Source: an optimization exercise on an open RTL-to-GDS flow (aim: small area). Production flows keep margins and buffers that such runs may drop. The RTL was checked by simulation tests, not by an equivalence proof against the original design. Power is estimated from default activity; no workload was simulated.

[flow/design.v]
module SimpleSend(dataOut,Ready2Go,Seg,Anode,Go,clk,reset);
  output dataOut, Ready2Go;
  output [0:6] Seg;
  output [3:0] Anode;
  input Go, clk, reset;
  reg        W;         
  reg [2:0]  P;         
  reg [15:0] C1;        
  reg        FL, WN;    
  reg [19:0] C2;        
  reg [2:0]  Lvl;
  reg [15:0] D;         
  reg        A, B;      
  reg [14:0] C;         
  reg [2:0]  rp;        
  reg [2:0]  col;       
  wire Run = !FL & !WN;
  reg [3:0] N;
  always @(*)
    case (Lvl)
      3'd0:    N = 4'd14;
      3'd1:    N = 4'd8;
      3'd2:    N = 4'd6;
      3'd3:    N = 4'd4;
      3'd4:    N = 4'd3;
      default: N = 4'd12;
    endcase
  wire top = (C1[15:12] == N);
  always @(posedge clk)
    if (reset) begin
      W <= 1'b0; P <= 3'd0;
    end else if (Go || top) begin
      if (W) begin
        if (Run) begin W <= 1'b0; P <= 3'd0; end
      end else if (Go) begin
        if (P[1:0] == 2'b10) W <= 1'b1;
      end else
        P <= P + 3'd1;
    end
  always @(posedge clk)
    if (reset || top) C1 <= 16'd0;
    else if (Run) C1 <= C1 + 16'd1;
  wire fend = C2[19];
  always @(posedge clk)
    if (reset || !FL || fend) C2 <= 20'd0;
    else C2 <= C2 + 20'd1;
  always @(posedge clk)
    if (reset) begin
      FL <= 1'b0; WN <= 1'b0; Lvl <= 3'd0;
    end else begin
      if (fend) Lvl <= W ? Lvl + 3'd1 : 3'd0;
      if (FL) begin
        if (fend) FL <= 1'b0;
      end else if (!WN) begin
        if (Lvl == 3'd5) WN <= 1'b1;
        else if (Go) FL <= 1'b1;
      end
    end
  wire off     = FL & C2[15];
  wire Refresh = C1[12] | C2[14];
  wire Done    = A &  B & (&C[13:11]) & (&C[9:0]);                  
  wire allDone = A & !B & C[14] & C[13] & C[11] & C[10] & C[8]
                       & C[7] & C[6] & C[2];                         
  always @(posedge clk)
    if (reset) begin
      A <= 1'b0; B <= 1'b0;
    end else begin
      A <= A ? !allDone | B : B;
      B <= A ? B & !Done : Refresh | B;
    end
  always @(posedge clk)
    if (!A || Done) C <= 15'd0;
    else C <= C + 15'd1;
  reg [2:0] pos;
  always @(*)
    case (P)
      3'd0: pos = 3'd0;
      3'd1: pos = 3'd1;
      3'd2: pos = 3'd2;
      3'd3: pos = 3'd3;
      3'd4: pos = 3'd4;
      3'd5: pos = 3'd3;
      3'd6: pos = 3'd2;
      default: pos = 3'd1;
    endcase
  always @(posedge clk)
    if (!A) begin
      rp  <= (off || W) ? 3'd5 : pos;
      col <= off ? 3'd5 : Lvl;
    end
  wire [6:0] bidx = C[13:7];
  wire [6:0] ph   = C[6:0];
  reg  [2:0] led;
  reg  [4:0] k;
  always @(*) begin
    if      (bidx < 7'd24) begin led = 3'd0; k = bidx[4:0]; end
    else if (bidx < 7'd48) begin led = 3'd1; k = bidx - 7'd24; end
    else if (bidx < 7'd72) begin led = 3'd2; k = bidx - 7'd48; end
    else if (bidx < 7'd96) begin led = 3'd3; k = bidx - 7'd72; end
    else                   begin led = 3'd4; k = bidx - 7'd96; end
  end
  wire redbit = (k[4:3] == 2'b01);
  reg  colbit;
  always @(*)
    case (col)
      3'd0: colbit = (k == 5'd1) || (k == 5'd5) || (k[4:3] == 2'b01);  
      3'd1: colbit = (k[4:3] == 2'b00);                               
      3'd2: colbit = (k[4:3] != 2'b01);                               
      3'd3: colbit = (k[4:3] == 2'b10);                               
      3'd4: colbit = (k == 5'd8) || (k == 5'd12) || (k[4:3] == 2'b10);  
      default: colbit = 1'b0;
    endcase
  wire theBit = (led == rp) ? redbit :
                ((led == 3'd2) && (rp != 3'd5)) ? 1'b0 : colbit;
  assign dataOut  = A & B & (theBit ? (ph < 7'd92) : (ph < 7'd36));
  assign Ready2Go = !A & !B;
  always @(posedge clk)
    if (reset) D <= 16'd0;
    else D <= D + 16'd1;
  wire [1:0] Sel = {D[9] ^ (D[8] & D[7]), D[8] ^ D[7]};
  wire blink = (Lvl == 3'd5) & D[15];
  wire [2:0] Dig = (Sel == 2'd1) ? Lvl : 3'd0;
  reg [3:0] an;
  always @(*)
    case (Sel)
      2'd0: an = 4'b1111;
      2'd1: an = 4'b1011;
      2'd2: an = 4'b1101;
      default: an = 4'b1110;
    endcase
  assign Anode = blink ? 4'b1111 : an;
  reg [0:6] sg;
  always @(*)
    case (Dig)
      3'd0: sg = 7'b000_0001;
      3'd1: sg = 7'b100_1111;
      3'd2: sg = 7'b001_0010;
      3'd3: sg = 7'b000_0110;
      3'd4: sg = 7'b100_1100;
      3'd5: sg = 7'b010_0100;
      default: sg = 7'b111_1111;
    endcase
  assign Seg = D[8] ? 7'b111_1111 : sg;
endmodule
[flow/run.sh]
#!/bin/bash
# synth_recipe.tcl (not shown) runs the flow's synth.tcl, then flattens the netlist and writes it again
# the make line also repeats each setting of config.mk as NAME=value (left out here)
make -C /OpenROAD-flow-scripts/flow DESIGN_CONFIG=/design/flow/config.mk WORK_HOME=/design/flow/orfs CLKGATE_MAP_FILE= SYNTH_SCRIPT=/design/flow/synth_recipe.tcl finish
[flow/config.mk]
export PLATFORM = sky130hd
export DESIGN_NAME = SimpleSend
export DESIGN_NICKNAME = SimpleSend
export VERILOG_FILES = /design/flow/design.v
export SDC_FILE = /design/flow/constraint.sdc
export NUM_CORES = 4
export LEC_CHECK = 0
export CAP_MARGIN = 20
export CORE_MARGIN = 2
export CORE_UTILIZATION = 40
export SLEW_MARGIN = 20
[flow/constraint.sdc]
create_clock -name core_clock -period 10.0 [get_ports {clk}]
set_input_delay 2.0000 -clock core_clock [delete_from_list [all_inputs] [get_ports {clk}]]
set_output_delay 2.0000 -clock core_clock [all_outputs]
set_load 0.01 [all_outputs]
==> results.toml <==
[synthesis]
synth_area_per_cell_um2 = 8.32
synthCells = 511
netlist_area_um2 = 4250
synth_edf_count = 6
ys_warn_count = 1
synth_cell_type_count = 53
synth-async-reset-ratio = 0
synth_area_leader_cell = "dfxtp_1"
synth_top_flop_cell = "dfxtp_1"
synth_top_area_share = 0.367
synth_common_cells = "nor2_1 (100), dfxtp_1 (78), nand2_1 (40)"
synth_most_common_cell = "nor2_1"
synth_fp_nets = 530
seq_area_frac_synth = 0.410
ys_seq_elements = 84
ys_top_cells_by_area = "dfxtp_1 (37%), nor2_1 (8.8%), xor2_1 (7.6%), xnor2_1 (5.8%), ha_1 (4.7%)"

[detailed_routing]
viasPerCell = 5.02
drc = 0
vias = 3284
drtIter0Drc = 205
first_pass_iters = 7
wire_per_inst_um = 11.8
wl_um = 7740
ant_nets = 0

[power_and_ir_drop]
power_density_nw_per_um2 = 133
clockPowerShare = 0.419
p_switching_uw = 133
leakagePower_uw = 0.00157
ir_worst_vdd_mv = 0.0702
pwr-share-seq = 0.556
switching_share = 0.214
p_int_uw = 488
pwr-share-comb = 0.025

[sta]
grt_setup_unrepaired = "no"
tightest_slew_ns = 1.04
min_period_ns = 5.29
tns_ns = 0
fmax_mhz = 189
slew_headroom = 0.304
finalCritPeriodShare = 0.529
setup_viol = 0
hold_viol = 0
worst_hold_slack_ns = 0.450
skew_ns = 0.00784
maxSlewViolCount = 0

[cells_and_area]
fin_util = 0.452
area_growth_pct = 9.83
antenna_cells = 0
final_layout_size_suffix_gt1_frac = 0.0386
finalInstanceArea_um2 = 4670
num-nets-final = 532

[die]
dieArea_um2 = 11500
dieWidth_um = 107
num_rows = 37
die_h_um = 107
core_area_um2 = 10300
initial_core_util = 0.412
io_pins = 16

[critical_path]
start_kind = "flip-flop"
cp-endpoint = "dataOut"
crit_start = "C[11]"
r2r-end = "P[2]"
worstPathMaxFanout = 16
r2r_setup_slack_ns = 7.38
cp_data_required_time_ns = 8.00
cpMostUsedCell = "a31oi_1"
slowest_delay_ns = 0.64
cp-end-kind = "primary output"
arrival_ns = 3.29
reg2reg_depth = 8
worstPathCellList = "inv_1 > ha_1 > nor2_1 > o21ai_0 > a311oi_1 > maj3_1 > a31oi_1 > a31oi_1 > clkdlybuf4s50_1"
worstSetupPathType = "reg -> out"
cp_slowest_cell = "dfxtp_1"
r2r-start = "Lvl[1]"

[status]
outcome = "finished clean"

[min_path]
hold_path_class = "reg -> reg"

[grt]
grt_max_degree = 31
antenna_found_initial = 0
grt_pass1_vias = 3042
gr-total-overflow = 0
grt_use_total = 0.146
grt_pass1_wl_um = 13700

[place]
postPlaceCellArea_um2 = 4460
globalplace.congestion = 0.834
dp_hpwl_um = 5460
io_buffer_count = 14

[cts]
holdBufCountCts = 0
htree_num_levels = 3
root_buffer = "clkbuf_8"
cts.clk_slew.worst_paths_ns = 0.08
cts_buffer_depth = 2
ctsResizeCount = 0
clk_latency_ns = 0.35
cts_buffers = 9
post_cts_buffers = 0
cts_tree = "yes"
cts.sinks = 84

[flow_run]
cap_viol_max_count = 0
[layout by cell type, fill, tap and decap left out, types with 6 or more instances in the layout]
cell type / synthesis / layout
a21oi_1: 16 / 16
edfxtp_1: 6 / 6
clkbuf_8: 0 / 9
and3_1: 8 / 8
nor3_1: 8 / 8
ha_1: 16 / 16
nand2b_1: 7 / 7
nand3_1: 27 / 27
nand4_1: 14 / 14
or3_1: 7 / 7
dfxtp_1: 78 / 78
inv_1: 18 / 18
nand2_1: 40 / 40
nor2_1: 100 / 100
clkdlybuf4s50_1: 0 / 13
o21ai_0: 13 / 13
xnor2_1: 28 / 28
xor2_1: 37 / 37
[flip-flops by register name, indices dropped and copies added, names as in the netlist]
signal,cells
D,16
WN,1
C2,20
col,3
C,15
A,1
FL,1
W,1
P,3
C1,16
B,1
rp,3
Lvl,3
[critical path, delay by kind of cell, from the launching register on]
kind                     cells  cell delay (ns)
AO/OA/AOI/OAI                4             0.93
adder cells (fa/ha/maj)      2             0.60
buffers and inverters        2             0.68
flip-flops                   1             0.64
AND/OR/NAND/NOR              1             0.11
[power by group through the flow]
stage / clock network [uW] / logic (uW) / registers, uW
2_1_floorplan: 0 / 12.4 / 352
3_3_place_gp: 0 / 15.1 / 353
3_5_place_dp: 0 / 15.1 / 353
4_1_cts: 268 / 15.8 / 345
5_1_grt: 281 / 17.9 / 346
6_report: 260 / 15.2 / 345
[cell type report]
class / count / area, um2
clock inverter: 4 / 73.8
inverter: 18 / 67.6
clock buffer: 12 / 135
sequential: 84 / 1740
timing repair buffer: 14 / 135
fill: 993 / 5660
tap: 136 / 170
multi-input combinational: 386 / 2340
[logic make-up (layout without fill, tap and decap cells)]
family,Yosys count,in the layout,share of synthesized area
and+or+nand+nor,232,232,0.256
DFF,84,84,0.410
AOI/OAI and AO/OA,68,68,0.104
xor gates and xnor gates,65,65,0.134
buffers and inverters,41,48,0.0386
adders and majority gates,17,17,0.0495
muxes,3,3,0.00736
other,1,1,0.000882
[how the worst min path moves through the flow]
stage               cells after the start  start    to  slack (ns)
floorplan                               1   C[0]  C[0]        0.42
global placement                        1   C[0]  C[0]        0.43
detailed placement                      1   C[0]  C[0]        0.44
CTS                                     1   C[0]  C[0]        0.46
global route                            1   C[0]  C[0]        0.47
finish                                  1   C[0]  C[0]        0.45
[metal layers]
metal  global-route usage  share of wire  up-vias
li1                     -              -     1742
met1                0.192           0.49     1505
met2                0.237           0.48       29
met3               0.0310          0.024        8
met4               0.0501         0.0096        0
met5                    0              0        -
[metrics by stage]
step / total power [uW] / setup WS (ns) / instances
after floorplan: 364 / 5.77 / 511
after global placement: 368 / 5.21 / 638
after detailed placement: 368 / 5.10 / 638
after CTS: 629 / 4.70 / 654
after global routing: 645 / 4.40 / 654
final: 621 / 4.71 / 654

[afterwards: timing with drivers on the ports]
Ports are ideal in the flow. The routed layout listed here was re-timed in OpenROAD.
Step 1 (the two cells are an assumption about what drives the block):
set clk [get_ports {clk}]
set_driving_cell -lib_cell sky130_fd_sc_hd__clkbuf_16 $clk
set_driving_cell -lib_cell sky130_fd_sc_hd__buf_2 [delete_from_list [all_inputs] $clk]
Step 2, shift: input delay + t, output delay - t, t = (earliest + latest rising clock arrival at the registers) / 2. This alone moves slack from input paths to output paths.
Three values: no drivers, after step 1, after step 2; two values: the first two.
t (ns): 0.375
setup WS [ns]: 4.708 / 4.678 / 5.053
slew at the worst register clock pin (ns): 0.08 / 0.08
After both steps setup and hold are still met in this run. For this run, drivers alone change the setup slack by -0.030 ns; drivers and shift together by +0.345 ns.
